Context: an optimization exercise on an open-source flow, tuned for small area and a short achievable clock period. The choices shown serve that exercise and are no tape-out recipe. RTL that was checked went through simulation tests only; none was proved equivalent to the original. The RTL of runs 2, 3, 5 and 6 was laid out without a check of its function. No activity file was given, so power comes from the tool's default toggle rates.

[design.v]
module iir_filter_threefold(clk,rst,x,y);
input clk;
input rst;
input [19:0] x;
output reg [19:0] y;
reg pa, pb, pc;
reg [19:0] ob;           
reg [19:1] v;            
reg [17:0] h2, h3, h4;   
reg [16:0] h5;           
wire [19:1] pa0 = v ^ ob[19:1];
wire [19:1] ga0 = v & ob[19:1];
wire [19:1] gl [0:5];
wire [19:1] pl [0:5];
assign gl[0] = ga0;
assign pl[0] = pa0;
genvar gi, gk;
generate
  for (gk = 0; gk < 5; gk = gk + 1) begin : lvl
    for (gi = 1; gi <= 19; gi = gi + 1) begin : bitn
      if (gi - (1 << gk) >= 1) begin : comb
        assign gl[gk+1][gi] = gl[gk][gi] | (pl[gk][gi] & gl[gk][gi - (1 << gk)]);
        assign pl[gk+1][gi] = pl[gk][gi] & pl[gk][gi - (1 << gk)];
      end else begin : pass
        assign gl[gk+1][gi] = gl[gk][gi];
        assign pl[gk+1][gi] = pl[gk][gi];
      end
    end
  end
endgenerate
wire [19:1] cin = {gl[5][18:1], 1'b0};
wire [19:0] sum = {pa0 ^ cin, ob[0]};
always @(posedge clk) begin
  if (rst) begin
    pa <= 1'b0; pb <= 1'b0; pc <= 1'b0;
    ob <= 20'd0;
    v  <= 19'd0;
    y  <= 20'd0;
    h2 <= 18'd0; h3 <= 18'd0; h4 <= 18'd0;
    h5 <= 17'd0;
  end else begin
    pa <= pc | ~(pa | pb | pc);
    pb <= pa;
    pc <= pb;
    ob <= ({20{pc}} & {h3, 2'b00})
        | ({20{pa}} & {y[18:0], 1'b0})
        | ({20{pb}} & x);
    if (pc) begin
      y  <= sum;
      h2 <= y[17:0];
      h3 <= h2;
      h4 <= h3;
      h5 <= h4[16:0];
      v  <= {h5, 2'b00};
    end else begin
      v  <= sum[19:1];
    end
  end
end
endmodule
[flow/run.sh]
#!/bin/bash
# Own layout flow: the standard ORFS flow (standard synthesis unchanged),
# with plain buf_1 port buffers and resizing not tied to cell footprints.
set -euo pipefail
bash standard.sh \
  "BUFFER_PORTS_ARGS=-buffer_cell sky130_fd_sc_hd__buf_1" \
  "MATCH_CELL_FOOTPRINT=0" \
  finish > flow_make.log 2>&1
[standard.sh]
#!/bin/bash
# synth_recipe.tcl (not shown) runs the flow's synth.tcl, then flattens the netlist and writes it again
# the make line also repeats each setting of config.mk as NAME=value (left out here)
make -C /OpenROAD-flow-scripts/flow DESIGN_CONFIG=/design/flow/config.mk WORK_HOME=/design/flow/orfs CLKGATE_MAP_FILE= SYNTH_SCRIPT=/design/flow/synth_recipe.tcl "${@:-finish}"
[config.mk]
export PLATFORM = sky130hd
export DESIGN_NAME = iir_filter_threefold
export DESIGN_NICKNAME = iir_filter_threefold
export VERILOG_FILES = /design/flow/design.v
export SDC_FILE = /design/flow/constraint.sdc
export NUM_CORES = 4
export LEC_CHECK = 0
export ABC_AREA = 1
export CAP_MARGIN = 20
export CORE_MARGIN = 2
export CORE_UTILIZATION = 40
export SETUP_SLACK_MARGIN = 3.8
export SLEW_MARGIN = 20
[constraint.sdc]
create_clock -name core_clock -period 6.0 [get_ports {clk}]
set_input_delay 1.2000 -clock core_clock [delete_from_list [all_inputs] [get_ports {clk}]]
set_output_delay 1.2000 -clock core_clock [all_outputs]
set_load 0.01 [all_outputs]
==> results of run 1 <==
==> worst paths after layout <==
kind                            slack [ns]  depth (start not counted)    end   from
worst max-delay path                  3.84                          1  y[12]  y[12]
worst min-delay path                  0.45                          2  y[19]  y[19]
worst max register to register        3.94                          9   y[9]  ob[1]
worst min register to register        0.45                          2  y[19]  y[19]
==> layout by cell type (no fill, tap or decap), types with 4 or more instances in the layout <==
master,synthesis,routed
nor2_2,4,4
o22ai_1,42,42
o22ai_2,9,9
dfxtp_1,132,126
nor2_4,1,4
buf_1,1,39
o21ai_0,40,40
o211ai_1,13,13
nand2_1,186,186
clkinv_2,0,4
nand2_2,12,12
dfxtp_2,0,6
xnor2_1,4,4
nand3_1,37,37
buf_4,3,5
clkbuf_16,0,17
ha_1,18,18
a21oi_1,12,12
nand3b_1,12,12
nor2_1,22,22
clkbuf_1,5,5
inv_1,101,101
inv_2,6,4
==> state kept, by name, summed over array words and instances (netlist names) <==
signal	flops
h4	17
h3	18
ob	20
pb	1
v	19
pa	1
pc	1
h2	18
y	20
h5	17
==> worst reg2reg max path: stages (launching register included) <==
cell	delay [ns]
dfxtp_1	0.30
ha_1	0.30
fa_2	0.43
nand3_1	0.09
nand3_1	0.13
nand2_1	0.12
nand2_2	0.09
nor2_1	0.14
nand3b_1	0.21
o21ai_0	0.12
==> kinds of logic (layout without fill, tap and decap cells) <==
family	count (synthesis)	in the layout	synth area share (%)
simple gates	281	284	22.2
flops	132	132	47.5
compound gates	124	124	14.3
xor+xnor	6	6	0.946
other cells	0	1	0
fa+ha+maj	19	19	4.41
buf+inv	137	182	10.6
==> power groups by stage <==
stage,combinational (mW),clock [mW],sequential (mW)
after floorplan,0.0737,0,0.912
after global placement,0.0891,0,0.918
after detailed placement,0.0903,0,0.918
after CTS,0.0946,0.932,0.900
after global routing,0.108,0.968,0.901
final,0.0971,0.915,0.900
==> what timing repair did <==
item	CTS	global route
gates cloned	2	1
endpoints found under the hold margin	0	0
resized for setup	10	5
hold buffers	0	0
pin swaps	2	2
setup buffers	0	3
setup endpoints to repair	117	79
==> area by class of cell <==
| class | count | area share (%) |
|---|---|---|
| Antenna cell | 1 | 0.0393 |
| Clock buffer | 23 | 7.20 |
| Clock inverter | 6 | 0.905 |
| Inverter | 107 | 6.47 |
| Multi-Input combinational cell | 433 | 37.1 |
| Sequential cell | 132 | 41.7 |
| Tap cell | 180 | 3.54 |
| Timing Repair Buffer | 46 | 3.05 |
==> stage by stage <==
stage | utilization (%) | hold slack (ns) | std cells
after detailed placement | 42.0 | 0.444 | 892
after CTS | 46.1 | 0.456 | 923
after global placement | 42.0 | 0.438 | 892
after floorplan | - | 0.406 | 699
after global routing | 46.4 | 0.474 | 927
final | 46.4 | 0.454 | 928
==> routing by layer <==
metal | track usage [%] | vias up | wire length (um)
li1 | - | 2333 | -
met1 | 26.2 | 2145 | 6680
met2 | 30.0 | 80 | 6360
met3 | 3.65 | 9 | 495
met4 | 6.54 | 0 | 111
met5 | 0 | - | 0
==> qor.log, run 1 <==
qor: global_route.first_pass_grt_wire_length 22.1 mm
qor: cells_and_area.ff_latch_area 2650 um^2
qor: worst_setup_path.crit_path_start_kind flop
qor: timing.worst_max_slew_margin_expressed_relative_to_the_limit 50.3%
qor: drt.routedWlPerCell 14.7 um
qor: floorplanning.core_area 13700 um^2
qor: synthesis.yosysWarnings 1
qor: cells_and_area.final_design_area_no_fill 6360 um^2
qor: synthesis.syn-num-nets 740
qor: power_and_ir_drop.power.share.switching 22.2%
qor: cells_and_area.design.final.nets 778
qor: global_route.initial_antenna_violation_count 1
qor: synthesis.yosysUniqueCellTypes 35
qor: timing.timing_hold_violations_final 0
qor: timing.setup_viol 0
qor: clock_tree.cts-buffers-inserted 17
qor: placed_design.routabilityCongestion 0.784
qor: clock_tree.cts.root.buffer_cell clkbuf_16
qor: global_route.aggregate_global_routing_overflow 0
qor: power_and_ir_drop.power.density 301 nW/um^2
qor: power_and_ir_drop.share_clk_of_total_power 47.8%
qor: synthesis.yosys_register_bits 132
qor: floorplanning.dieHeight 122 um
qor: synthesis.yosys.cell_count.top_type nand2_1
qor: power_and_ir_drop.net-switching-power 425 uW
qor: synthesis.postSynth.topFlopCell dfxtp_1
qor: clock_tree.tritoncts_num_sinks 132
qor: global_route.pin_count_of_the_biggest_net_entering_global_routing 70
qor: worst_setup_path.path_delay_family flip-flops
qor: floorplanning.starting_density 40.5%
qor: floorplanning.top_level_ports 42
qor: power_and_ir_drop.p_leak 2.63 nW
qor: placed_design.buffer_ports.inserted 41
qor: synthesis.synthDominantAreaCellType dfxtp_1
qor: worst_setup_path.critical_path_class reg -> out
qor: status.run_status finished clean
qor: cells_and_area.multi_input_comb_area 2360 um^2
qor: synthesis.avgSynthCellArea 7.95 um^2
qor: timing.min_period_over_period 35.9%
qor: drt.detail_route.wirelength 13.7 mm
qor: synthesis.synth_sequential_area_ratio 47.5%
qor: clock_tree.cts_max_path_buffers 2
qor: power_and_ir_drop.share_comb_of_total_power 5.1%
qor: drt.drt_first_iter_violations 276
qor: worst_setup_path.timing.critical_path.to_type primary output
qor: drt.drt_drc_violations_left 0
qor: timing.max_clock_freq 464 MHz
qor: timing.final_period_minus_worst_setup_slack 2.16 ns
qor: worst_setup_path.timing.critical_path.arrival 0.96 ns
qor: hold_path.timing.hold.worst.class reg -> reg
qor: synthesis.netlist_area 5560 um^2
qor: clock_tree.clock_insertion_delay_worst_skew 0.40 ns
qor: flow_run.max-cap-violations 0
qor: cells_and_area.fillers 1355
qor: worst_setup_path.worstPathBufferInverterCount 1
qor: power_and_ir_drop.p_int 1.49 mW
qor: timing.final_critical_path_setup_slack 3.84 ns
qor: global_route.gr-usage-all-layers 19.1%
qor: global_route.grt_pass1_vias 4505
qor: worst_setup_path.timing.critical_path.required 4.80 ns
qor: worst_setup_path.cpMaxStageDelayCell dfxtp_2
qor: drt.detail-route-antenna-nets 0
qor: drt.vias 4567
qor: synthesis.netlist_instances 699
qor: synthesis.share_of_yosys_cell_area_claimed_by_the_top_area_cell_type 47.5%
qor: timing.final-max-slew-violation-count 0
qor: synthesis.ys_top_cells_by_area dfxtp_1 48%, nand2_1 13%, inv_1 6.8%
qor: power_and_ir_drop.seq_power_share 47.1%
qor: power_and_ir_drop.fin_total_pwr 1.91 mW
qor: synthesis.synth_common_cells 186 x nand2_1, 132 x dfxtp_1, 101 x inv_1
qor: drt.drt_pre_antenna_iters 4
qor: drt.avgViaCountPerCell 4.92
qor: clock_tree.htree_num_levels 4
qor: timing.setup_total_negative_slack 0 ns
qor: placed_design.pre_cts_ws 1.79 ns
qor: synthesis.number_of_flops_mapped_to_enable_cells_by_yosys 0
qor: cells_and_area.area.growth.synth_to_final 14.5%
qor: clock_tree.cts_tree done
qor: worst_setup_path.path_max_fanout 4
qor: placed_design.dpl-instance-area 5770 um^2
qor: timing.finClkSkew 0.0101 ns
qor: worst_setup_path.cp_slowest_stage_delay 0.39 ns
qor: worst_setup_path.crit_chain buf_1
qor: timing.rsz_0062_raised_after_global_routing true
qor: floorplanning.design.die.area 14900 um^2
qor: clock_tree.cts.clk_slew.worst_paths 0.06 ns
qor: floorplanning.die_width 122 um
qor: cells_and_area.layout-drive-gt1-share 10.8%
qor: placed_design.dpl.hpwl 9.12 mm
qor: synthesis.ys_async_sr_fraction 0%
qor: timing.tightestPinTransition 0.745 ns
qor: floorplanning.number_of_placement_rows 43
qor: power_and_ir_drop.peakVddDrop 0.193 mV
==> run 2, diff against run 1 <==
--- a/design.v
+++ b/design.v
@@ -3,6 +3,7 @@
 input rst;
 input [19:0] x;
 output reg [19:0] y;
+reg rr;
 reg pa, pb, pc;
 reg [19:0] ob;           
 reg [19:1] v;            
@@ -31,22 +32,25 @@
 wire [19:1] cin = {gl[5][18:1], 1'b0};
 wire [19:0] sum = {pa0 ^ cin, ob[0]};
 always @(posedge clk) begin
-  if (rst) begin
-    pa <= 1'b0; pb <= 1'b0; pc <= 1'b0;
+  rr <= rst;
+  if (rst)
+    y <= 20'd0;
+  else if (pc & ~rr)
+    y <= sum;
+  if (rr) begin
+    pa <= 1'b1; pb <= 1'b0; pc <= 1'b0;
     ob <= 20'd0;
     v  <= 19'd0;
-    y  <= 20'd0;
     h2 <= 18'd0; h3 <= 18'd0; h4 <= 18'd0;
     h5 <= 17'd0;
   end else begin
-    pa <= pc | ~(pa | pb | pc);
+    pa <= pc;
     pb <= pa;
     pc <= pb;
     ob <= ({20{pc}} & {h3, 2'b00})
         | ({20{pa}} & {y[18:0], 1'b0})
         | ({20{pb}} & x);
     if (pc) begin
-      y  <= sum;
       h2 <= y[17:0];
       h3 <= h2;
       h4 <= h3;
==> flow/run.sh (replaced) <==
#!/bin/bash
# Own layout flow: the standard ORFS flow (standard synthesis unchanged), with
#  - plain buf_1 port buffers (resized later as timing needs),
#  - resizing not tied to cell footprints,
#  - a clock tree of clkbuf_4 leaf buffers under a clkbuf_16 root, without dummy loads.
set -euo pipefail
bash standard.sh \
  "BUFFER_PORTS_ARGS=-buffer_cell sky130_fd_sc_hd__buf_1" \
  "MATCH_CELL_FOOTPRINT=0" \
  "CTS_ARGS=-sink_clustering_enable -repair_clock_nets -dont_use_dummy_load -buf_list sky130_fd_sc_hd__clkbuf_4 -root_buf sky130_fd_sc_hd__clkbuf_16" \
  finish > flow_make.log 2>&1
--- a/config.mk
+++ b/config.mk
@@ -9,5 +9,5 @@
 export CAP_MARGIN = 20
 export CORE_MARGIN = 2
 export CORE_UTILIZATION = 40
-export SETUP_SLACK_MARGIN = 3.8
+export SETUP_SLACK_MARGIN = 4.0
 export SLEW_MARGIN = 20
==> qor.log, run 2 <==
qor: status.run_status finished clean
qor: timing.setup_total_negative_slack 0 ns
qor: global_route.pin_count_of_the_biggest_net_entering_global_routing 61
qor: placed_design.dpl.hpwl 10.0 mm
qor: global_route.gr-usage-all-layers 19.6%
qor: timing.worst_max_slew_margin_expressed_relative_to_the_limit 49.4%
qor: cells_and_area.layout-drive-gt1-share 14.4%
qor: timing.min_period_over_period 34.0%
qor: hold_path.min_delay_worst_endpoint v[17]
qor: worst_setup_path.worst_r2r_startpoint ob[1]
qor: global_route.grt_pass1_vias 4565
qor: timing.finClkSkew 0.0343 ns
qor: worst_setup_path.cpMaxStageDelayCell dfxtp_4
qor: worst_setup_path.timing.rr.end y[13]
qor: synthesis.yosys.cell_count.top_type nand2_1
qor: power_and_ir_drop.p_leak 2.83 nW
qor: synthesis.muxShareOfSynthArea 0%
qor: cells_and_area.design.final.nets 832
qor: power_and_ir_drop.power.share.switching 24.8%
qor: global_route.aggregate_global_routing_overflow 0
qor: power_and_ir_drop.share_clk_of_total_power 27.5%
qor: synthesis.synth-xor-area-share 1.23%
qor: cells_and_area.fillers 1428
qor: timing.setup_viol 0
qor: worst_setup_path.crit_path_start_kind flop
qor: clock_tree.cts_max_path_buffers 2
qor: power_and_ir_drop.share_comb_of_total_power 10.2%
qor: timing.final_critical_path_setup_slack 3.96 ns
qor: synthesis.synth_common_cells 177 x nand2_1, 141 x inv_1, 133 x dfxtp_1
qor: worst_setup_path.reg2reg_setup_slack 4.10 ns
qor: clock_tree.tritoncts_num_sinks 133
qor: cells_and_area.layout.cells.most_common_list 177 x nand2_1, 140 x inv_1, 109 x dfxtp_1, 53 x o22ai_1, 40 x o21ai_0
qor: placed_design.routabilityCongestion 0.893
qor: drt.met3RoutedLength 582 um
qor: placed_design.pre_cts_ws 3.39 ns
qor: floorplanning.core_area 13900 um^2
qor: cells_and_area.area.growth.synth_to_final 12.7%
qor: synthesis.synthAdderAreaFrac 4.32%
qor: worst_setup_path.crit_chain buf_6
qor: synthesis.ys_top_cells_by_area dfxtp_1 47%, nand2_1 12%, inv_1 9.3%
qor: placed_design.buffer_ports.inserted 41
qor: cells_and_area.reg.largest.list ob: 20 flops, y: 20 flops, v: 19 flops
qor: synthesis.syn-num-nets 786
qor: drt.drt_pre_antenna_iters 6
qor: worst_setup_path.timing.critical_path.arrival 0.84 ns
qor: power_and_ir_drop.peakVddDrop 0.120 mV
qor: clock_tree.cts_tree done
qor: floorplanning.top_level_ports 42
qor: timing.final-max-slew-violation-count 0
qor: drt.drt_drc_violations_left 0
qor: synthesis.yosysUniqueCellTypes 33
qor: synthesis.yosysWarnings 1
qor: drt.wl_met1 6.84 mm
qor: clock_tree.clock_insertion_delay_worst_skew 0.35 ns
qor: synthesis.share_of_yosys_cell_area_claimed_by_the_top_area_cell_type 46.9%
qor: drt.dr.max_layer_used met4
qor: worst_setup_path.timing.critical_path.required 4.80 ns
qor: synthesis.netlist_instances 745
qor: synthesis.avgSynthCellArea 7.62 um^2
qor: cells_and_area.final_common_cell nand2_1
qor: synthesis.yosys_register_bits 133
qor: worst_setup_path.cp_slowest_stage_delay 0.37 ns
qor: power_and_ir_drop.net-switching-power 368 uW
qor: hold_path.hold_path_startpoint h5[14]
qor: worst_setup_path.path_max_fanout 2
qor: synthesis.combinational_family_with_the_most_area_after_synthesis simple AND/OR/NAND/NOR gates
qor: floorplanning.dieHeight 123 um
qor: global_route.first_pass_grt_wire_length 22.8 mm
qor: worst_setup_path.timing.critical_path.to_type primary output
qor: synthesis.postSynth.topFlopCell dfxtp_1
qor: synthesis.number_of_flops_mapped_to_enable_cells_by_yosys 0
qor: drt.met2WireLength 6.19 mm
qor: drt.vias 4793
qor: synthesis.synth_sequential_area_ratio 46.9%
qor: drt.drt_first_iter_violations 306
qor: flow_run.max-cap-violations 0
qor: hold_path.worstHoldPathCells 2
qor: clock_tree.cts.root.buffer_cell clkbuf_16
qor: power_and_ir_drop.p_int 1.11 mW
qor: power_and_ir_drop.seq_power_share 62.3%
qor: floorplanning.design.die.area 15200 um^2
qor: synthesis.yosys.area_share.simple 20.1%
qor: worst_setup_path.worstPathBufferInverterCount 1
qor: clock_tree.htree_num_levels 4
qor: timing.tightestPinTransition 0.757 ns
qor: clock_tree.number_of_hold_repair_buffers_added_at_the_cts_stage 0
qor: timing.rsz_0062_raised_after_global_routing true
qor: drt.routedWlPerCell 14.3 um
qor: power_and_ir_drop.power.density 231 nW/um^2
qor: clock_tree.cts.clk_slew.worst_paths 0.11 ns
qor: cells_and_area.antenna-diode-count 0
qor: drt.detail_route.wirelength 13.9 mm
qor: floorplanning.die_width 123 um
qor: clock_tree.cts-buffers-inserted 17
qor: worst_setup_path.logic_depth_of_the_worst_register_to_register_path 12
qor: timing.timing_hold_violations_final 0
qor: floorplanning.starting_density 40.9%
qor: synthesis.synth-compound-area-share 15.4%
qor: drt.detail-route-antenna-nets 0
qor: worst_setup_path.critical_path_class reg -> out
qor: synthesis.ys_async_sr_fraction 0%
qor: hold_path.timing.hold.worst.class reg -> reg
qor: global_route.initial_antenna_violation_count 0
qor: timing.final_period_minus_worst_setup_slack 2.04 ns
qor: synthesis.netlist_area 5680 um^2
qor: drt.avgViaCountPerCell 4.95
qor: timing.max_clock_freq 491 MHz
qor: floorplanning.number_of_placement_rows 43
qor: worst_setup_path.path_delay_family flip-flops
qor: synthesis.synthDominantAreaCellType dfxtp_1
[run 2: cell count changes after synthesis, moves of 6 or more]
cell	delta
o22ai_2	-9
buf_2	-6
nand3_2	+6
a21oi_1	+15
inv_1	+40
o22ai_1	+11
nand2_1	-9
clkbuf_1	+12
nand3b_1	-12
o21ai_1	+6
[run 2: kinds of logic (layout without fill, tap and decap cells)]
family | after synthesis | count (layout)
flip-flops | 133 | 133
AO/OA/AOI/OAI | 149 | 149
XOR/XNOR | 8 | 8
AND/OR/NAND/NOR | 262 | 263
buffers and inverters | 174 | 217
adder cells (fa/ha/maj) | 19 | 19
[run 2: metrics by stage]
stage | area (um^2) | util, % | std cells | hold slack [ns] | power [mW]
after floorplan | 5680 | - | 745 | 0.429 | 1.03
after global placement | 5940 | 42.8 | 940 | 0.444 | 1.07
after detailed placement | 5940 | 42.8 | 940 | 0.451 | 1.08
after CTS | 6360 | 45.8 | 968 | 0.460 | 1.50
after global routing | 6400 | 46.1 | 969 | 0.461 | 1.55
final | 6400 | 46.1 | 969 | 0.454 | 1.48
[run 2: power groups by stage]
stage                     Clock (mW)  Sequential, mW  Combinational (mW)
after floorplan                    0           0.935              0.0985
after global placement             0           0.941               0.133
after detailed placement           0           0.942               0.134
after CTS                      0.423           0.923               0.149
after global routing           0.460           0.926               0.169
final                          0.407           0.923               0.151
[run 2: cell type report]
cell class              instances  area [um^2]  share of cell area (%)
well taps                     180          225                    3.52
clock buffers                  17          145                    2.27
multi-input cells             439         2370                    37.1
repair buffers                 55          413                    6.45
inverters                     145          549                    8.58
flip-flops and latches        133         2700                    42.1
[run 2: timing repair]
item / CTS / global route
resized for setup: 86 / 12
setup buffers: 10 / 1
setup endpoints to repair: 118 / 66
cloned: 1 / 0
pin swaps: 2 / 2
[run 2: routing by layer]
| metal | vias to the layer above | GRT usage, % |
|---|---|---|
| li1 | 2454 | - |
| met1 | 2209 | 27.8 |
| met2 | 113 | 30.5 |
| met3 | 17 | 3.18 |
| met4 | 0 | 6.25 |
| met5 | - | 0 |
[run 2: how the worst max path moves through the flow]
stage | from | end | slack [ns] | cells past startpoint
2_1_floorplan | rst | y[10] | 4.20 | 4
3_3_place_gp | rr | y[11] | 3.48 | 6
3_5_place_dp | pc | y[11] | 3.39 | 7
4_1_cts | y[18] | y[18] | 3.95 | 1
5_1_grt | y[18] | y[18] | 3.91 | 1
6_report | y[18] | y[18] | 3.96 | 1
==> run 3, diff against run 2 <==
--- a/config.mk
+++ b/config.mk
@@ -9,5 +9,5 @@
 export CAP_MARGIN = 20
 export CORE_MARGIN = 2
 export CORE_UTILIZATION = 40
-export SETUP_SLACK_MARGIN = 4.0
+export SETUP_SLACK_MARGIN = 3.9
 export SLEW_MARGIN = 20
==> qor.log, run 3 <==
qor: clock_tree.cts.root.buffer_cell clkbuf_16
qor: global_route.gr-usage-all-layers 19.3%
qor: timing.max_clock_freq 484 MHz
qor: floorplanning.die_width 123 um
qor: cells_and_area.final_common_cell nand2_1
qor: synthesis.synthDominantAreaCellType dfxtp_1
qor: synthesis.yosysUniqueCellTypes 33
qor: placed_design.routabilityCongestion 0.893
qor: drt.avgViaCountPerCell 4.95
qor: worst_setup_path.path_delay_family flip-flops
qor: drt.routedWlPerCell 14.2 um
qor: clock_tree.tritoncts_num_sinks 133
qor: timing.rsz_0062_raised_after_global_routing false
qor: worst_setup_path.crit_chain clkbuf_2
qor: timing.final-max-slew-violation-count 0
qor: global_route.grt_pass1_vias 4519
qor: worst_setup_path.worstPathBufferInverterCount 1
qor: placed_design.buffer_ports.inserted 41
qor: timing.min_period_over_period 34.4%
qor: timing.timing.hold.ws 0.456 ns
qor: synthesis.avgSynthCellArea 7.62 um^2
qor: cells_and_area.layout-drive-gt1-share 10.6%
qor: cells_and_area.final_non_filler_cell_total 963
qor: floorplanning.design.die.area 15200 um^2
qor: drt.drt_first_iter_violations 258
qor: drt.drt_pre_antenna_iters 5
qor: drt.vias 4765
qor: worst_setup_path.critical_path_class reg -> out
qor: power_and_ir_drop.p_leak 2.73 nW
qor: cells_and_area.layout.cells.most_common_list 177 x nand2_1, 141 x inv_1, 122 x dfxtp_1, 53 x o22ai_1, 40 x o21ai_0
qor: synthesis.yosys.cell_count.top_type nand2_1
qor: synthesis.syn-num-nets 786
qor: worst_setup_path.crit_path_start_kind flop
qor: clock_tree.htree_num_levels 4
qor: cells_and_area.reg.largest.list ob: 20 flops, y: 20 flops, v: 19 flops
qor: floorplanning.starting_density 40.9%
qor: worst_setup_path.cpMaxStageDelayCell dfxtp_2
qor: hold_path.timing.hold.worst.class reg -> reg
qor: timing.setup_viol 0
qor: global_route.pin_count_of_the_biggest_net_entering_global_routing 61
qor: timing.finClkSkew 0.0352 ns
qor: floorplanning.dieHeight 123 um
qor: global_route.initial_antenna_violation_count 0
qor: global_route.first_pass_grt_wire_length 22.6 mm
qor: clock_tree.cts-buffers-inserted 17
qor: drt.drt_drc_violations_left 0
qor: worst_setup_path.cp_slowest_stage_delay 0.38 ns
qor: placed_design.dpl.hpwl 10.0 mm
qor: synthesis.netlist_instances 745
qor: flow_run.max-cap-violations 0
qor: synthesis.netlist_area 5680 um^2
qor: synthesis.share_of_yosys_cell_area_claimed_by_the_top_area_cell_type 46.9%
qor: global_route.aggregate_global_routing_overflow 0
qor: clock_tree.cts_tree done
qor: floorplanning.number_of_placement_rows 43
qor: synthesis.number_of_flops_mapped_to_enable_cells_by_yosys 0
qor: synthesis.synth_sequential_area_ratio 46.9%
qor: worst_setup_path.timing.critical_path.arrival 0.86 ns
qor: drt.detail_route.wirelength 13.7 mm
qor: clock_tree.clock_insertion_delay_worst_skew 0.35 ns
qor: clock_tree.number_of_hold_repair_buffers_added_at_the_cts_stage 0
qor: drt.detail-route-antenna-nets 0
qor: cells_and_area.antenna-diode-count 0
qor: worst_setup_path.timing.critical_path.required 4.80 ns
qor: floorplanning.core_area 13900 um^2
qor: placed_design.place_inst 940
qor: cells_and_area.area.growth.synth_to_final 9.12%
qor: timing.tightestPinTransition 1.07 ns
qor: synthesis.synth_common_cells 177 x nand2_1, 141 x inv_1, 133 x dfxtp_1
qor: synthesis.postSynth.topFlopCell dfxtp_1
qor: synthesis.yosys_register_bits 133
qor: worst_setup_path.timing.critical_path.to_type primary output
qor: synthesis.ys_top_cells_by_area dfxtp_1 47%, nand2_1 12%, inv_1 9.3%
qor: status.run_status finished clean
qor: cells_and_area.design.final.nets 826
qor: power_and_ir_drop.power.density 238 nW/um^2
qor: clock_tree.cts.clk_slew.worst_paths 0.11 ns
qor: timing.worst_max_slew_margin_expressed_relative_to_the_limit 28.8%
qor: floorplanning.top_level_ports 42
qor: synthesis.ys_async_sr_fraction 0%
qor: synthesis.yosysWarnings 1
qor: timing.final_period_minus_worst_setup_slack 2.06 ns
qor: timing.timing_hold_violations_final 0
qor: timing.setup_total_negative_slack 0 ns
qor: clock_tree.cts_max_path_buffers 2
qor: worst_setup_path.path_max_fanout 4
qor: power_and_ir_drop.peakVddDrop 0.134 mV
-- run 3: cell counts after synthesis --
No cell type changed its count.
-- run 3: worst paths after layout --
kind | start | to | slack [ns] | depth (start not counted)
worst min register to register | h5[14] | v[17] | 0.46 | 2
worst min-delay path | h5[14] | v[17] | 0.46 | 2
worst max register to register | ob[1] | y[15] | 4.08 | 12
worst max-delay path | y[5] | y[5] | 3.94 | 1
-- run 3: through the flow --
step | utilization, % | total power, mW | setup WS [ns] | area [um^2]
CTS | 44.1 | 1.48 | 3.90 | 6120
detailed placement | 42.8 | 1.08 | 3.39 | 5940
finish | 44.6 | 1.47 | 3.94 | 6200
global route | 44.6 | 1.54 | 3.90 | 6200
global placement | 42.8 | 1.07 | 3.48 | 5940
floorplan | - | 1.03 | 4.20 | 5680
-- run 3: cell type report --
type                            instances  area (um^2)
Inverter                              145          547
Multi-Input combinational cell        439         2350
Tap cell                              180          225
Clock buffer                           17          145
Fill cell                            1445         7680
Sequential cell                       133         2680
Timing Repair Buffer                   49          245
-- run 3: power by group --
part,switching (mW),internal (mW),total [mW]
logic,0.0946,0.0455,0.140
registers,0.0177,0.904,0.921
clock network,0.257,0.155,0.411
-- run 3: logic make-up after synthesis --
family          Yosys count  synth area share, %
simple gates            262                 20.1
buf+inv                 174                 12.1
compound gates          149                 15.4
flops                   133                 46.9
fa+ha+maj                19                 4.32
xor+xnor                  8                 1.23
-- run 3: tightest hold or removal path: stages, from the launching register on --
cell and delay, ns:
dfxtp_1 0.31, inv_1 0.06, o21ai_1 0.06
-- run 3: what timing repair did --
item / 4_1_cts / 5_1_grt
cloned: 1 / 0
pin swaps: 1 / 1
setup buffers: 1 / 4
setup endpoints to repair: 86 / 64
resized for setup: 14 / 23
-- run 3: layer usage --
layer	vias up	GRT usage (%)	share of wire, %
li1	2440	-	-
met1	2186	27.0	48
met2	119	29.8	44
met3	20	3.60	5.1
met4	0	6.96	2.2
met5	-	0	0
==> run 4, diff against run 3 <==
--- a/design.v
+++ b/design.v
@@ -7,8 +7,8 @@
 reg pa, pb, pc;
 reg [19:0] ob;           
 reg [19:1] v;            
-reg [17:0] h2, h3, h4;   
-reg [16:0] h5;           
+reg [17:0] h2, h3n, h4;  
+reg [16:0] h5n;          
 wire [19:1] pa0 = v ^ ob[19:1];
 wire [19:1] ga0 = v & ob[19:1];
 wire [19:1] gl [0:5];
@@ -41,21 +41,21 @@
     pa <= 1'b1; pb <= 1'b0; pc <= 1'b0;
     ob <= 20'd0;
     v  <= 19'd0;
-    h2 <= 18'd0; h3 <= 18'd0; h4 <= 18'd0;
-    h5 <= 17'd0;
+    h2 <= 18'd0; h3n <= 18'h3ffff; h4 <= 18'd0;
+    h5n <= 17'h1ffff;
   end else begin
     pa <= pc;
     pb <= pa;
     pc <= pb;
-    ob <= ({20{pc}} & {h3, 2'b00})
+    ob <= ({20{pc}} & {~h3n, 2'b00})
         | ({20{pa}} & {y[18:0], 1'b0})
         | ({20{pb}} & x);
     if (pc) begin
       h2 <= y[17:0];
-      h3 <= h2;
-      h4 <= h3;
-      h5 <= h4[16:0];
-      v  <= {h5, 2'b00};
+      h3n <= ~h2;
+      h4 <= ~h3n;
+      h5n <= ~h4[16:0];
+      v  <= {~h5n, 2'b00};
     end else begin
       v  <= sum[19:1];
     end
==> flow/run.sh (replaced) <==
#!/bin/bash
# Own layout flow: the standard ORFS flow (standard synthesis unchanged), with
#  - plain buf_1 port buffers (resized later as timing needs),
#  - resizing not tied to cell footprints,
#  - a clock tree of clkbuf_8 leaf buffers under a clkbuf_16 root, without dummy loads.
set -euo pipefail
bash standard.sh \
  "BUFFER_PORTS_ARGS=-buffer_cell sky130_fd_sc_hd__buf_1" \
  "MATCH_CELL_FOOTPRINT=0" \
  "CTS_ARGS=-sink_clustering_enable -repair_clock_nets -dont_use_dummy_load -buf_list sky130_fd_sc_hd__clkbuf_8 -root_buf sky130_fd_sc_hd__clkbuf_16" \
  finish > flow_make.log 2>&1
==> qor.log, run 4 <==
qor: timing.finClkSkew 0.0317 ns
qor: drt.drt_pre_antenna_iters 5
qor: cells_and_area.final_common_cell nand2_1
qor: synthesis.synthDominantAreaCellType dfxtp_1
qor: timing.final_period_minus_worst_setup_slack 2.06 ns
qor: worst_setup_path.timing.critical_path.to_type primary output
qor: worst_setup_path.worstPathBufferInverterCount 1
qor: synthesis.ys_async_sr_fraction 0%
qor: clock_tree.htree_num_levels 4
qor: drt.detail_route.wirelength 13.6 mm
qor: floorplanning.number_of_placement_rows 42
qor: timing.tightestPinTransition 0.887 ns
qor: drt.routedWlPerCell 14.2 um
qor: cells_and_area.ff_latch_area 2680 um^2
qor: floorplanning.design.die.area 14800 um^2
qor: flow_run.max-cap-violations 0
qor: synthesis.ys_top_cells_by_area dfxtp_1 48%, nand2_1 13%, inv_1 6.6%
qor: drt.detail-route-antenna-nets 0
qor: timing.max_clock_freq 485 MHz
qor: global_route.grt_pass1_vias 4655
qor: floorplanning.top_level_ports 42
qor: synthesis.netlist_area 5530 um^2
qor: placed_design.buffer_ports.inserted 41
qor: power_and_ir_drop.power.density 262 nW/um^2
qor: timing.min_period_over_period 34.4%
qor: floorplanning.die_width 122 um
qor: drt.drt_first_iter_violations 241
qor: synthesis.yosys_register_bits 133
qor: drt.vias 4752
qor: cells_and_area.final_design_area_no_fill 6120 um^2
qor: worst_setup_path.timing.rr.end y[19]
qor: drt.drt_drc_violations_left 0
qor: worst_setup_path.timing.critical_path.arrival 0.86 ns
qor: global_route.aggregate_global_routing_overflow 0
qor: timing.timing_hold_violations_final 0
qor: worst_setup_path.cpMaxStageDelayCell dfxtp_2
qor: synthesis.synth_common_cells 186 x nand2_1, 133 x dfxtp_1, 97 x inv_1
qor: worst_setup_path.logic_depth_of_the_worst_register_to_register_path 6
qor: cells_and_area.layout-drive-gt1-share 8.19%
qor: worst_setup_path.timing.critical_path.required 4.80 ns
qor: floorplanning.core_area 13300 um^2
qor: worst_setup_path.worst_setup_path_endpoint y[5]
qor: synthesis.netlist_instances 748
qor: power_and_ir_drop.p_leak 2.78 nW
qor: worst_setup_path.timing.critical_path.from y[5]
qor: clock_tree.cts-buffers-inserted 17
qor: status.run_status finished clean
qor: timing.setup_total_negative_slack 0 ns
qor: clock_tree.tritoncts_num_sinks 133
qor: global_route.pin_count_of_the_biggest_net_entering_global_routing 61
qor: synthesis.avgSynthCellArea 7.39 um^2
qor: floorplanning.dieHeight 122 um
qor: clock_tree.cts.root.buffer_cell clkbuf_16
qor: worst_setup_path.crit_cells 1
qor: worst_setup_path.crit_chain clkbuf_2
qor: placed_design.place_inst 940
qor: synthesis.yosysUniqueCellTypes 28
qor: synthesis.yosysWarnings 1
qor: clock_tree.clock_insertion_delay_worst_skew 0.36 ns
qor: worst_setup_path.path_max_fanout 4
qor: floorplanning.starting_density 41.4%
qor: cells_and_area.final_non_filler_cell_total 957
qor: global_route.initial_antenna_violation_count 0
qor: cells_and_area.multi_input_comb_area 2400 um^2
qor: timing.worst_max_slew_margin_expressed_relative_to_the_limit 40.7%
qor: drt.avgViaCountPerCell 4.97
qor: cells_and_area.antenna-diode-count 0
qor: worst_setup_path.path_delay_family flip-flops
qor: cells_and_area.design.final.nets 824
qor: power_and_ir_drop.peakVddDrop 0.171 mV
qor: global_route.gr-usage-all-layers 19.6%
qor: timing.final-max-slew-violation-count 0
qor: clock_tree.cts_tree done
qor: synthesis.synth_sequential_area_ratio 48.2%
qor: worst_setup_path.reg2reg_setup_slack 4.05 ns
qor: timing.setup_viol 0
qor: synthesis.yosys.cell_count.top_type nand2_1
qor: cells_and_area.area.growth.synth_to_final 10.6%
qor: worst_setup_path.crit_path_start_kind flop
qor: synthesis.share_of_yosys_cell_area_claimed_by_the_top_area_cell_type 48.2%
qor: cells_and_area.fillers 1398
qor: global_route.first_pass_grt_wire_length 22.6 mm
qor: synthesis.syn-num-nets 789
qor: clock_tree.cts_setup_buffers 0
qor: hold_path.timing.hold.worst.class reg -> reg
qor: clock_tree.cts_max_path_buffers 2
qor: worst_setup_path.critical_path_class reg -> out
qor: cells_and_area.reg.largest.list ob: 20 flops, y: 20 flops, v: 19 flops
qor: synthesis.number_of_flops_mapped_to_enable_cells_by_yosys 0
qor: cells_and_area.layout.cells.most_common_list 185 x nand2_1, 123 x dfxtp_1, 97 x inv_1, 71 x nor2_1, 67 x a21oi_1
qor: worst_setup_path.worst_r2r_startpoint pc
qor: synthesis.postSynth.topFlopCell dfxtp_1
qor: clock_tree.cts.clk_slew.worst_paths 0.08 ns
qor: placed_design.dpl.hpwl 9.72 mm
qor: timing.rsz_0062_raised_after_global_routing false
qor: placed_design.routabilityCongestion 0.869
qor: placed_design.dpl-instance-area 5820 um^2
qor: worst_setup_path.cp_slowest_stage_delay 0.38 ns
[run 4: cell count changes after synthesis, sizes merged, moves of 3 or more]
cell	before	now
a21oi	31	69
a22o	1	4
buf	11	14
inv	144	99
nand3	43	48
nor2	27	75
o211ai	12	2
o21ai	49	60
o22ai	53	8
[run 4: timing repair]
action | 4_1_cts | 5_1_grt
pin swaps | 0 | 1
hold buffers | 0 | 0
endpoints found under the setup margin | 44 | 30
resized for setup | 8 | 25
[run 4: report_power, final]
group,switching (mW),leakage [nW],internal (mW),total [mW]
clock network,0.277,0.127,0.266,0.543
registers,0.0169,1.08,0.905,0.922
logic,0.0927,1.57,0.0425,0.135
total,0.386,2.78,1.21,1.60
[run 4: cell families (layout without fill, tap and decap cells)]
group                    Yosys count  in the layout  synth area share, %
buffers and inverters            128            161                 8.89
flip-flops                       133            133                 48.2
AO/OA/AOI/OAI                    147            147                 14.1
adder cells (fa/ha/maj)           19             19                 4.44
XOR/XNOR                           8              8                 1.27
AND/OR/NAND/NOR                  313            313                 23.1
[run 4: worst min-delay path by stage]
stage           start  endpoint  slack, ns  cells past startpoint
2_1_floorplan   h2[0]    h3n[0]       0.41                      1
6_report        h4[1]    h5n[1]       0.42                      1
3_3_place_gp    h2[4]    h3n[4]       0.41                      1
5_1_grt        h4[13]   h5n[13]       0.43                      1
3_5_place_dp   h4[10]   h5n[10]       0.42                      1
4_1_cts         h4[1]    h5n[1]       0.42                      1
[run 4: metal layers]
metal / vias up / GRT usage (%) / share of wire (%)
met5: - / 0 / 0
met4: 0 / 5.75 / 1.2
met3: 15 / 3.89 / 3.5
met2: 87 / 30.8 / 45
met1: 2217 / 27.4 / 50
li1: 2433 / - / -
[run 4: cell type report]
cell class              instances  area share [%]
well taps                     176            3.60
multi-input cells             487            39.2
inverters                      99            6.07
clock buffers                  17            4.01
repair buffers                 45            3.35
flip-flops and latches        133            43.8
[run 4: stage by stage]
stage	total power, mW	util, %	worst slack, ns	hold WS, ns
5_1_grt	1.67	45.8	3.90	0.428
2_1_floorplan	1.03	-	4.22	0.406
3_3_place_gp	1.07	43.6	3.66	0.412
6_report	1.60	45.8	3.94	0.417
4_1_cts	1.61	45.5	3.90	0.417
3_5_place_dp	1.07	43.6	3.59	0.417
==> run 5, diff against run 4 <==
==> design.v (replaced) <==
module iir_filter_threefold(clk,rst,x,y);
input clk;
input rst;
input [19:0] x;
output reg [19:0] y;
reg rr;
reg pa, pb, pc;
reg [19:0] ob;           
reg [19:1] v;            
reg [17:0] h2, h3n, h4;  
reg [16:0] h5n;          
wire [18:0] ap = v;
wire [18:0] bp = ob[19:1];
wire [18:0] p0 = ap ^ bp;
wire [18:0] g0 = ap & bp;
wire gg1 = g0[1] | (p0[1] & g0[0]);
wire gg2 = g0[3] | (p0[3] & g0[2]);
wire pp2 = p0[3] & p0[2];
wire gg3 = g0[5] | (p0[5] & g0[4]);
wire pp3 = p0[5] & p0[4];
wire gg4 = g0[7] | (p0[7] & g0[6]);
wire pp4 = p0[7] & p0[6];
wire gg5 = g0[9] | (p0[9] & g0[8]);
wire pp5 = p0[9] & p0[8];
wire gg6 = g0[11] | (p0[11] & g0[10]);
wire pp6 = p0[11] & p0[10];
wire gg7 = g0[13] | (p0[13] & g0[12]);
wire pp7 = p0[13] & p0[12];
wire gg8 = g0[15] | (p0[15] & g0[14]);
wire pp8 = p0[15] & p0[14];
wire gg9 = g0[17] | (p0[17] & g0[16]);
wire pp9 = p0[17] & p0[16];
wire gg10 = gg2 | (pp2 & gg1);
wire gg11 = gg3 | (pp3 & gg2);
wire pp11 = pp3 & pp2;
wire gg12 = gg4 | (pp4 & gg3);
wire pp12 = pp4 & pp3;
wire gg13 = gg5 | (pp5 & gg4);
wire pp13 = pp5 & pp4;
wire gg14 = gg6 | (pp6 & gg5);
wire pp14 = pp6 & pp5;
wire gg15 = gg7 | (pp7 & gg6);
wire pp15 = pp7 & pp6;
wire gg16 = gg8 | (pp8 & gg7);
wire pp16 = pp8 & pp7;
wire gg17 = gg9 | (pp9 & gg8);
wire pp17 = pp9 & pp8;
wire gg18 = gg11 | (pp11 & gg1);
wire gg19 = gg12 | (pp12 & gg10);
wire gg20 = gg13 | (pp13 & gg11);
wire pp20 = pp13 & pp11;
wire gg21 = gg14 | (pp14 & gg12);
wire pp21 = pp14 & pp12;
wire gg22 = gg15 | (pp15 & gg13);
wire pp22 = pp15 & pp13;
wire gg23 = gg16 | (pp16 & gg14);
wire pp23 = pp16 & pp14;
wire gg24 = gg17 | (pp17 & gg15);
wire pp24 = pp17 & pp15;
wire gg25 = gg20 | (pp20 & gg1);
wire gg26 = gg21 | (pp21 & gg10);
wire gg27 = gg22 | (pp22 & gg18);
wire gg28 = gg23 | (pp23 & gg19);
wire gg29 = gg24 | (pp24 & gg20);
wire pp29 = pp24 & pp20;
wire gg30 = gg29 | (pp29 & gg1);
wire gg31 = g0[2] | (p0[2] & gg1);
wire gg32 = g0[4] | (p0[4] & gg10);
wire gg33 = g0[6] | (p0[6] & gg18);
wire gg34 = g0[8] | (p0[8] & gg19);
wire gg35 = g0[10] | (p0[10] & gg25);
wire gg36 = g0[12] | (p0[12] & gg26);
wire gg37 = g0[14] | (p0[14] & gg27);
wire gg38 = g0[16] | (p0[16] & gg28);
wire gg39 = g0[18] | (p0[18] & gg30);
wire [18:0] cg = {gg39, gg30, gg38, gg28, gg37, gg27, gg36, gg26, gg35, gg25, gg34, gg19, gg33, gg18, gg32, gg10, gg31, gg1, g0[0]};
wire [19:0] sum = {p0 ^ {cg[17:0], 1'b0}, ob[0]};
always @(posedge clk) begin
  rr <= rst;
  if (rst)
    y <= 20'd0;
  else if (pc & ~rr)
    y <= sum;
  if (rr) begin
    pa <= 1'b1; pb <= 1'b0; pc <= 1'b0;
    ob <= 20'd0;
    v  <= 19'd0;
    h2 <= 18'd0; h3n <= 18'h3ffff; h4 <= 18'd0;
    h5n <= 17'h1ffff;
  end else begin
    pa <= pc;
    pb <= pa;
    pc <= pb;
    ob <= ({20{pc}} & {~h3n, 2'b00})
        | ({20{pa}} & {y[18:0], 1'b0})
        | ({20{pb}} & x);
    if (pc) begin
      h2 <= y[17:0];
      h3n <= ~h2;
      h4 <= ~h3n;
      h5n <= ~h4[16:0];
      v  <= {~h5n, 2'b00};
    end else begin
      v  <= sum[19:1];
    end
  end
end
endmodule
==> qor.log, run 5 <==
qor: status.run_status finished clean
qor: floorplanning.dieHeight 116 um
qor: power_and_ir_drop.p_int 1.22 mW
qor: synthesis.ys_top_cells_by_area dfxtp_1 53%, nand2_1 7.0%, a21oi_1 5.6%
qor: synthesis.synth_sequential_area_ratio 52.8%
qor: synthesis.synthDominantAreaCellType dfxtp_1
qor: synthesis.yosys_register_bits 133
qor: cells_and_area.fillers 1225
qor: worst_setup_path.timing.critical_path.to_type flop
qor: drt.drt_first_iter_violations 279
qor: worst_setup_path.timing.critical_path.from ob[1]
qor: cells_and_area.layout-drive-gt1-share 17.8%
qor: timing.worst_max_slew_margin_expressed_relative_to_the_limit 36.2%
qor: power_and_ir_drop.p_leak 2.38 nW
qor: power_and_ir_drop.seq_power_share 58.1%
qor: global_route.grt_pass1_vias 3790
qor: timing.rsz_0062_raised_after_global_routing true
qor: power_and_ir_drop.power.density 271 nW/um^2
qor: worst_setup_path.worst_setup_path_endpoint y[17]
qor: worst_setup_path.timing.critical_path.arrival 2.44 ns
qor: drt.drt_drc_violations_left 0
qor: timing.final_critical_path_setup_slack 3.79 ns
qor: timing.finClkSkew 0.0177 ns
qor: clock_tree.clock_insertion_delay_worst_skew 0.36 ns
qor: timing.max_clock_freq 453 MHz
qor: synthesis.yosys.cell_count.top_type dfxtp_1
qor: placed_design.routabilityCongestion 0.800
qor: hold_path.timing.hold.worst.class reg -> reg
qor: clock_tree.cts_max_path_buffers 2
qor: synthesis.yosysWarnings 1
qor: synthesis.netlist_instances 580
qor: power_and_ir_drop.net-switching-power 382 uW
qor: timing.setup_viol 0
qor: worst_setup_path.path_max_fanout 3
qor: global_route.initial_antenna_violation_count 0
qor: synthesis.share_of_yosys_cell_area_claimed_by_the_top_area_cell_type 52.8%
qor: drt.drt_pre_antenna_iters 4
qor: clock_tree.tritoncts_num_sinks 133
qor: worst_setup_path.logic_depth_of_the_worst_register_to_register_path 11
qor: power_and_ir_drop.peakVddDrop 0.148 mV
qor: timing.tightestPinTransition 0.956 ns
qor: clock_tree.cts.clk_slew.worst_paths 0.07 ns
qor: worst_setup_path.crit_path_start_kind flop
qor: drt.detail-route-antenna-nets 0
qor: drt.routedWlPerCell 15.3 um
qor: floorplanning.design.die.area 13500 um^2
qor: timing.timing_hold_violations_final 0
qor: synthesis.syn-num-nets 628
qor: cells_and_area.ff_latch_area 2710 um^2
qor: floorplanning.starting_density 40.5%
qor: placed_design.dpl.hpwl 7.58 mm
qor: placed_design.pre_cts_ws 3.30 ns
qor: global_route.gr-usage-all-layers 19.0%
qor: timing.setup_total_negative_slack 0 ns
qor: global_route.aggregate_global_routing_overflow 0
qor: cells_and_area.design.final.nets 668
qor: power_and_ir_drop.share_clk_of_total_power 34.2%
qor: flow_run.max-cap-violations 0
qor: worst_setup_path.critical_path_class reg -> reg
qor: drt.avgViaCountPerCell 4.97
qor: worst_setup_path.reg2reg_setup_slack 3.79 ns
qor: floorplanning.core_area 12500 um^2
qor: worst_setup_path.timing.critical_path.required 6.23 ns
qor: cells_and_area.area.growth.synth_to_final 16.9%
qor: global_route.pin_count_of_the_biggest_net_entering_global_routing 50
qor: synthesis.ys_async_sr_fraction 0%
qor: clock_tree.htree_num_levels 4
qor: placed_design.buffer_ports.inserted 41
qor: cells_and_area.multi_input_comb_area 2290 um^2
qor: synthesis.yosysUniqueCellTypes 30
qor: timing.final_period_minus_worst_setup_slack 2.21 ns
qor: clock_tree.cts.root.buffer_cell clkbuf_16
qor: cells_and_area.final_common_cell dfxtp_1
qor: clock_tree.cts-buffers-inserted 17
qor: timing.timing.hold.ws 0.417 ns
qor: power_and_ir_drop.power.share.switching 23.9%
qor: synthesis.avgSynthCellArea 8.70 um^2
qor: worst_setup_path.worst_r2r_startpoint ob[1]
qor: cells_and_area.layout.cells.most_common_list 110 x dfxtp_1, 85 x nand2_1, 65 x nor2_1, 51 x a21oi_1, 48 x inv_1
qor: clock_tree.cts_tree done
qor: cells_and_area.antenna-diode-count 0
qor: cells_and_area.reg.largest.list ob: 20 flops, y: 20 flops, v: 19 flops
qor: worst_setup_path.timing.rr.end y[17]
qor: floorplanning.number_of_placement_rows 41
qor: synthesis.postSynth.topFlopCell dfxtp_1
qor: synthesis.synth_common_cells 133 x dfxtp_1, 94 x nand2_1, 65 x nor2_1
qor: drt.vias 3930
qor: timing.min_period_over_period 36.8%
qor: floorplanning.die_width 116 um
qor: drt.detail_route.wirelength 12.1 mm
qor: floorplanning.top_level_ports 42
qor: power_and_ir_drop.share_comb_of_total_power 7.7%
qor: timing.final-max-slew-violation-count 0
qor: global_route.first_pass_grt_wire_length 19.7 mm
qor: synthesis.netlist_area 5050 um^2
qor: clock_tree.number_of_hold_repair_buffers_added_at_the_cts_stage 0
qor: synthesis.number_of_flops_mapped_to_enable_cells_by_yosys 0
-- run 5: final cells by class --
type | count | area share [%]
clock buffer | 17 | 4.16
inverter | 55 | 3.54
multi-input combinational | 365 | 38.9
sequential | 133 | 45.9
tap | 172 | 3.65
timing repair buffer | 48 | 3.92
-- run 5: how the worst min path moves through the flow --
stage	startpoint	endpoint	depth (start not counted)
3_5_place_dp	h4[8]	h5n[8]	1
4_1_cts	h2[5]	h3n[5]	1
6_report	h2[6]	h3n[6]	1
5_1_grt	h2[6]	h3n[6]	1
2_1_floorplan	h4[0]	h5n[0]	1
3_3_place_gp	h2[13]	h3n[13]	1
-- run 5: critical path, stage by stage, from the launching register on --
cell	delay (ns)
dfxtp_2	0.34
ha_4	0.13
inv_2	0.03
fa_2	0.37
inv_2	0.10
a21oi_2	0.06
o21bai_1	0.19
nand2_1	0.13
o311ai_4	0.09
fa_2	0.50
nor2_1	0.10
nor2_1	0.04
-- run 5: what timing repair did --
action / in CTS / in global routing
buffers inserted: 4 / 1
pin swaps: 18 / 14
setup endpoints to repair: 89 / 43
hold endpoints to repair: 0 / 0
resized for setup: 56 / 37
cloned: 2 / 0
-- run 5: through the flow --
step	total power [mW]	std cells	utilization, %	instance area (um^2)
floorplan	1.01	580	-	5050
global placement	1.05	766	42.5	5300
detailed placement	1.05	766	42.5	5300
CTS	1.61	789	46.4	5780
global route	1.67	790	47.3	5900
finish	1.60	790	47.3	5900
-- run 5: layer usage --
metal,share of wire (%),GRT usage [%],wire length (um)
met1,49,26.1,5910
met2,47,30.3,5630
met3,3.8,4.26,459
met4,0.67,5.24,81
met5,0,0,0
-- run 5: kinds of logic (layout without fill, tap and decap cells) --
logic type               after synthesis  in the layout  share of synthesized area (%)
flip-flops                           133            133                           52.8
AND/OR/NAND/NOR                      187            189                           15.0
AO/OA/AOI/OAI                        141            141                           16.3
XOR/XNOR                               9              9                           1.56
adder cells (fa/ha/maj)               26             26                           7.79
buffers and inverters                 84            120                           6.65
-- run 5: power groups by stage --
stage / clock network, mW / logic [mW] / registers [mW]
after floorplan: 0 / 0.0759 / 0.938
after CTS: 0.563 / 0.117 / 0.929
after global placement: 0 / 0.103 / 0.946
final: 0.548 / 0.123 / 0.929
after global routing: 0.601 / 0.137 / 0.931
after detailed placement: 0 / 0.104 / 0.946
==> run 6, diff against run 5 <==
--- a/design.v
+++ b/design.v
@@ -3,7 +3,6 @@
 input rst;
 input [19:0] x;
 output reg [19:0] y;
-reg rr;
 reg pa, pb, pc;
 reg [19:0] ob;           
 reg [19:1] v;            
@@ -76,25 +75,22 @@
 wire [18:0] cg = {gg39, gg30, gg38, gg28, gg37, gg27, gg36, gg26, gg35, gg25, gg34, gg19, gg33, gg18, gg32, gg10, gg31, gg1, g0[0]};
 wire [19:0] sum = {p0 ^ {cg[17:0], 1'b0}, ob[0]};
 always @(posedge clk) begin
-  rr <= rst;
-  if (rst)
-    y <= 20'd0;
-  else if (pc & ~rr)
-    y <= sum;
-  if (rr) begin
-    pa <= 1'b1; pb <= 1'b0; pc <= 1'b0;
+  if (rst) begin
+    pa <= 1'b0; pb <= 1'b0; pc <= 1'b0;
+    y  <= 20'd0;
     ob <= 20'd0;
     v  <= 19'd0;
     h2 <= 18'd0; h3n <= 18'h3ffff; h4 <= 18'd0;
     h5n <= 17'h1ffff;
   end else begin
-    pa <= pc;
+    pa <= pc | ~(pa | pb | pc);
     pb <= pa;
     pc <= pb;
     ob <= ({20{pc}} & {~h3n, 2'b00})
         | ({20{pa}} & {y[18:0], 1'b0})
         | ({20{pb}} & x);
     if (pc) begin
+      y  <= sum;
       h2 <= y[17:0];
       h3n <= ~h2;
       h4 <= ~h3n;
==> qor.log, run 6 <==
qor: status.run_status finished clean
qor: synthesis.postSynth.topFlopCell dfxtp_1
qor: synthesis.yosys_register_bits 132
qor: floorplanning.number_of_placement_rows 40
qor: floorplanning.die_width 116 um
qor: global_route.initial_antenna_violation_count 0
qor: timing.final_period_minus_worst_setup_slack 2.24 ns
qor: global_route.pin_count_of_the_biggest_net_entering_global_routing 70
qor: power_and_ir_drop.peakVddDrop 0.124 mV
qor: worst_setup_path.timing.critical_path.required 6.22 ns
qor: timing.finClkSkew 0.0217 ns
qor: cells_and_area.design.final.nets 672
qor: placed_design.dpl.hpwl 6.91 mm
qor: synthesis.synth-compound-area-share 16.3%
qor: synthesis.synth_common_cells 132 x dfxtp_1, 95 x nand2_1, 70 x inv_1
qor: placed_design.buffer_ports.inserted 41
qor: synthesis.synth-xor-area-share 1.57%
qor: cells_and_area.reg.largest.list ob: 20 flops, y: 20 flops, v: 19 flops
qor: synthesis.number_of_flops_mapped_to_enable_cells_by_yosys 0
qor: power_and_ir_drop.p_leak 2.22 nW
qor: timing.worst_max_slew_margin_expressed_relative_to_the_limit 36.2%
qor: synthesis.ys_top_cells_by_area dfxtp_1 53%, nand2_1 7.1%, inv_1 5.2%
qor: drt.met3RoutedLength 432 um
qor: synthesis.netlist_area 5010 um^2
qor: hold_path.timing.hold.worst.class reg -> reg
qor: synthesis.share_of_yosys_cell_area_claimed_by_the_top_area_cell_type 52.7%
qor: synthesis.synthAdderAreaFrac 7.84%
qor: timing.final-max-slew-violation-count 0
qor: timing.timing.hold.ws 0.412 ns
qor: floorplanning.core_area 12100 um^2
qor: clock_tree.number_of_hold_repair_buffers_added_at_the_cts_stage 0
qor: timing.max_clock_freq 446 MHz
qor: synthesis.synth_sequential_area_ratio 52.7%
qor: hold_path.hold_path_startpoint h4[11]
qor: drt.met2WireLength 5.32 mm
qor: synthesis.syn-num-nets 629
qor: synthesis.yosysWarnings 1
qor: global_route.grt_pass1_vias 3835
qor: cells_and_area.final_non_filler_cell_total 790
qor: timing.tightestPinTransition 0.956 ns
qor: synthesis.netlist_instances 581
qor: worst_setup_path.worst_r2r_startpoint v[1]
qor: clock_tree.cts.root.buffer_cell clkbuf_16
qor: synthesis.avgSynthCellArea 8.62 um^2
qor: clock_tree.htree_num_levels 4
qor: drt.wl_met1 5.56 mm
qor: synthesis.ys_async_sr_fraction 0%
qor: floorplanning.starting_density 41.4%
qor: drt.avgViaCountPerCell 4.92
qor: hold_path.worstHoldPathCells 1
qor: timing.min_period_over_period 37.4%
qor: placed_design.place_inst 760
qor: worst_setup_path.reg2reg_setup_slack 3.76 ns
qor: floorplanning.top_level_ports 42
qor: global_route.first_pass_grt_wire_length 19.0 mm
qor: timing.setup_total_negative_slack 0 ns
qor: cells_and_area.layout.cells.most_common_list 113 x dfxtp_1, 90 x nand2_1, 64 x inv_1, 59 x nor2_1, 42 x a21oi_1
qor: synthesis.yosys.cell_count.top_type dfxtp_1
qor: clock_tree.tritoncts_num_sinks 132
qor: global_route.gr-usage-all-layers 18.3%
qor: cells_and_area.finish.utilization 48.5%
qor: drt.routedWlPerCell 14.5 um
qor: cells_and_area.layout-drive-gt1-share 19.9%
qor: clock_tree.cts.clk_slew.worst_paths 0.08 ns
qor: worst_setup_path.timing.rr.end v[17]
qor: flow_run.max-cap-violations 0
qor: cells_and_area.antenna-diode-count 0
qor: drt.drt_pre_antenna_iters 5
qor: power_and_ir_drop.power.density 262 nW/um^2
qor: drt.vias 3888
qor: synthesis.yosys.area_share.simple 12.8%
qor: clock_tree.clock_insertion_delay_worst_skew 0.36 ns
qor: cells_and_area.fillers 1205
qor: synthesis.yosysUniqueCellTypes 28
qor: placed_design.routabilityCongestion 0.743
qor: worst_setup_path.logic_depth_of_the_worst_register_to_register_path 11
qor: worst_setup_path.crit_path_start_kind flop
qor: worst_setup_path.timing.critical_path.to_type flop
qor: cells_and_area.area.growth.synth_to_final 17.3%
qor: hold_path.min_delay_worst_endpoint h5n[11]
qor: worst_setup_path.critical_path_class reg -> reg
qor: worst_setup_path.timing.critical_path.arrival 2.46 ns
qor: drt.drt_drc_violations_left 0
qor: synthesis.synthDominantAreaCellType dfxtp_1
qor: floorplanning.dieHeight 116 um
qor: clock_tree.cts_max_path_buffers 2
qor: drt.drt_first_iter_violations 161
qor: floorplanning.design.die.area 13400 um^2
qor: drt.detail-route-antenna-nets 0
qor: synthesis.combinational_family_with_the_most_area_after_synthesis compound AO/OA/AOI/OAI gates
qor: timing.setup_viol 0
qor: drt.dr.max_layer_used met4
qor: timing.timing_hold_violations_final 0
qor: drt.detail_route.wirelength 11.5 mm
qor: clock_tree.cts-buffers-inserted 17
qor: synthesis.muxShareOfSynthArea 0%
qor: timing.rsz_0062_raised_after_global_routing true
qor: global_route.aggregate_global_routing_overflow 0
qor: clock_tree.cts_tree done
qor: cells_and_area.final_common_cell dfxtp_1
qor: worst_setup_path.path_max_fanout 3
run 6: cells by family (layout without fill, tap and decap cells):
group	Yosys count	in the layout
fa+ha+maj	26	26
compound gates	141	141
simple gates	164	168
buf+inv	109	146
xor+xnor	9	9
flops	132	132
run 6: critical path: stages (launching register included):
cell     delay, ns
dfxtp_2       0.35
ha_4          0.13
inv_2         0.03
fa_2          0.36
inv_2         0.09
nand3_2       0.09
nand3_4       0.17
a21oi_4       0.09
o21ai_4       0.17
fa_2          0.47
inv_2         0.08
o22ai_1       0.07
run 6: final cells by class:
type	instances	area (um^2)	share of cell area, %
clock buffer	17	245	4.17
multi-input combinational	344	2190	37.2
inverter	79	312	5.30
timing repair buffer	50	258	4.38
sequential	132	2670	45.4
tap	168	210	3.58
run 6: worst max path at each step:
stage	from	to	slack [ns]	cells past startpoint
floorplan	v[1]	v[17]	3.92	11
global placement	rst	h5n[6]	2.11	5
detailed placement	rst	v[7]	2.06	4
CTS	v[1]	y[17]	3.75	11
global route	v[1]	v[17]	3.69	11
finish	v[1]	v[17]	3.76	11
run 6: metal layers:
metal	up-vias	track usage, %
li1	1967	-
met1	1835	24.8
met2	72	29.2
met3	14	4.50
met4	0	5.40
met5	-	0
run 6: power by group:
group	total, mW	leakage (nW)	internal, mW	switching [mW]
combinational	0.0869	1.02	0.0310	0.0559
sequential	0.907	1.08	0.889	0.0180
clock	0.544	0.127	0.266	0.278
total	1.54	2.22	1.19	0.352
run 6: metrics by stage:
step / power [mW] / setup WS, ns / area, um^2
finish: 1.54 / 3.76 / 5880
global route: 1.60 / 3.69 / 5880
CTS: 1.54 / 3.75 / 5720
detailed placement: 0.997 / 2.06 / 5240
global placement: 0.995 / 2.11 / 5240
floorplan: 0.974 / 3.92 / 5010
run 6: timing repair:
action | CTS | global route
buffers inserted | 6 | 3
resized for setup | 44 | 51
endpoints found under the setup margin | 111 | 41
pin swaps | 13 | 24
cloned | 4 | 0

port drivers added, routing unchanged:
Ports are ideal in the flow. The routed layouts listed here were re-timed in OpenROAD.
Step 1 (the two cells are an assumption about what drives the block):
set clk [get_ports {clk}]
set_driving_cell -lib_cell sky130_fd_sc_hd__clkbuf_16 $clk
set_driving_cell -lib_cell sky130_fd_sc_hd__buf_2 [delete_from_list [all_inputs] $clk]
Step 2 moves the port delays by t, midway between the first and last clock arrival at a register: inputs arrive t later, outputs are due t later. That takes back most of the time a late clock gives input paths.
Slacks: ideal / step 1 / step 2; pairs: ideal / step 1.
run | t, ns | slack for setup (ns) | worst setup path at the end | latest minus earliest clock arrival (ns) | worst slew at a driven data input, ns
run 1 | 0.440 | 3.845 / 3.804 / 3.466 | input to register | 0.010 / 0.010 | 0.04
run 2 | 0.374 | 3.961 / 3.923 / 3.980 | input to register | 0.035 / 0.035 | 0.04
run 3 | 0.373 | 3.935 / 3.898 / 3.965 | input to register | 0.036 / 0.036 | 0.04
run 4 | 0.387 | 3.938 / 3.898 / 3.951 | input to register | 0.032 / 0.031 | 0.04
run 5 | 0.387 | 3.795 / 3.765 / 3.624 | input to register | 0.018 / 0.018 | 0.03
run 6 | 0.382 | 3.758 / 3.758 / 3.678 | input to register | 0.024 / 0.024 | 0.04
After both steps every run listed still meets setup and hold. For run 1, which loses most, drivers alone change the setup slack by -0.041 ns; drivers and shift together by -0.379 ns.
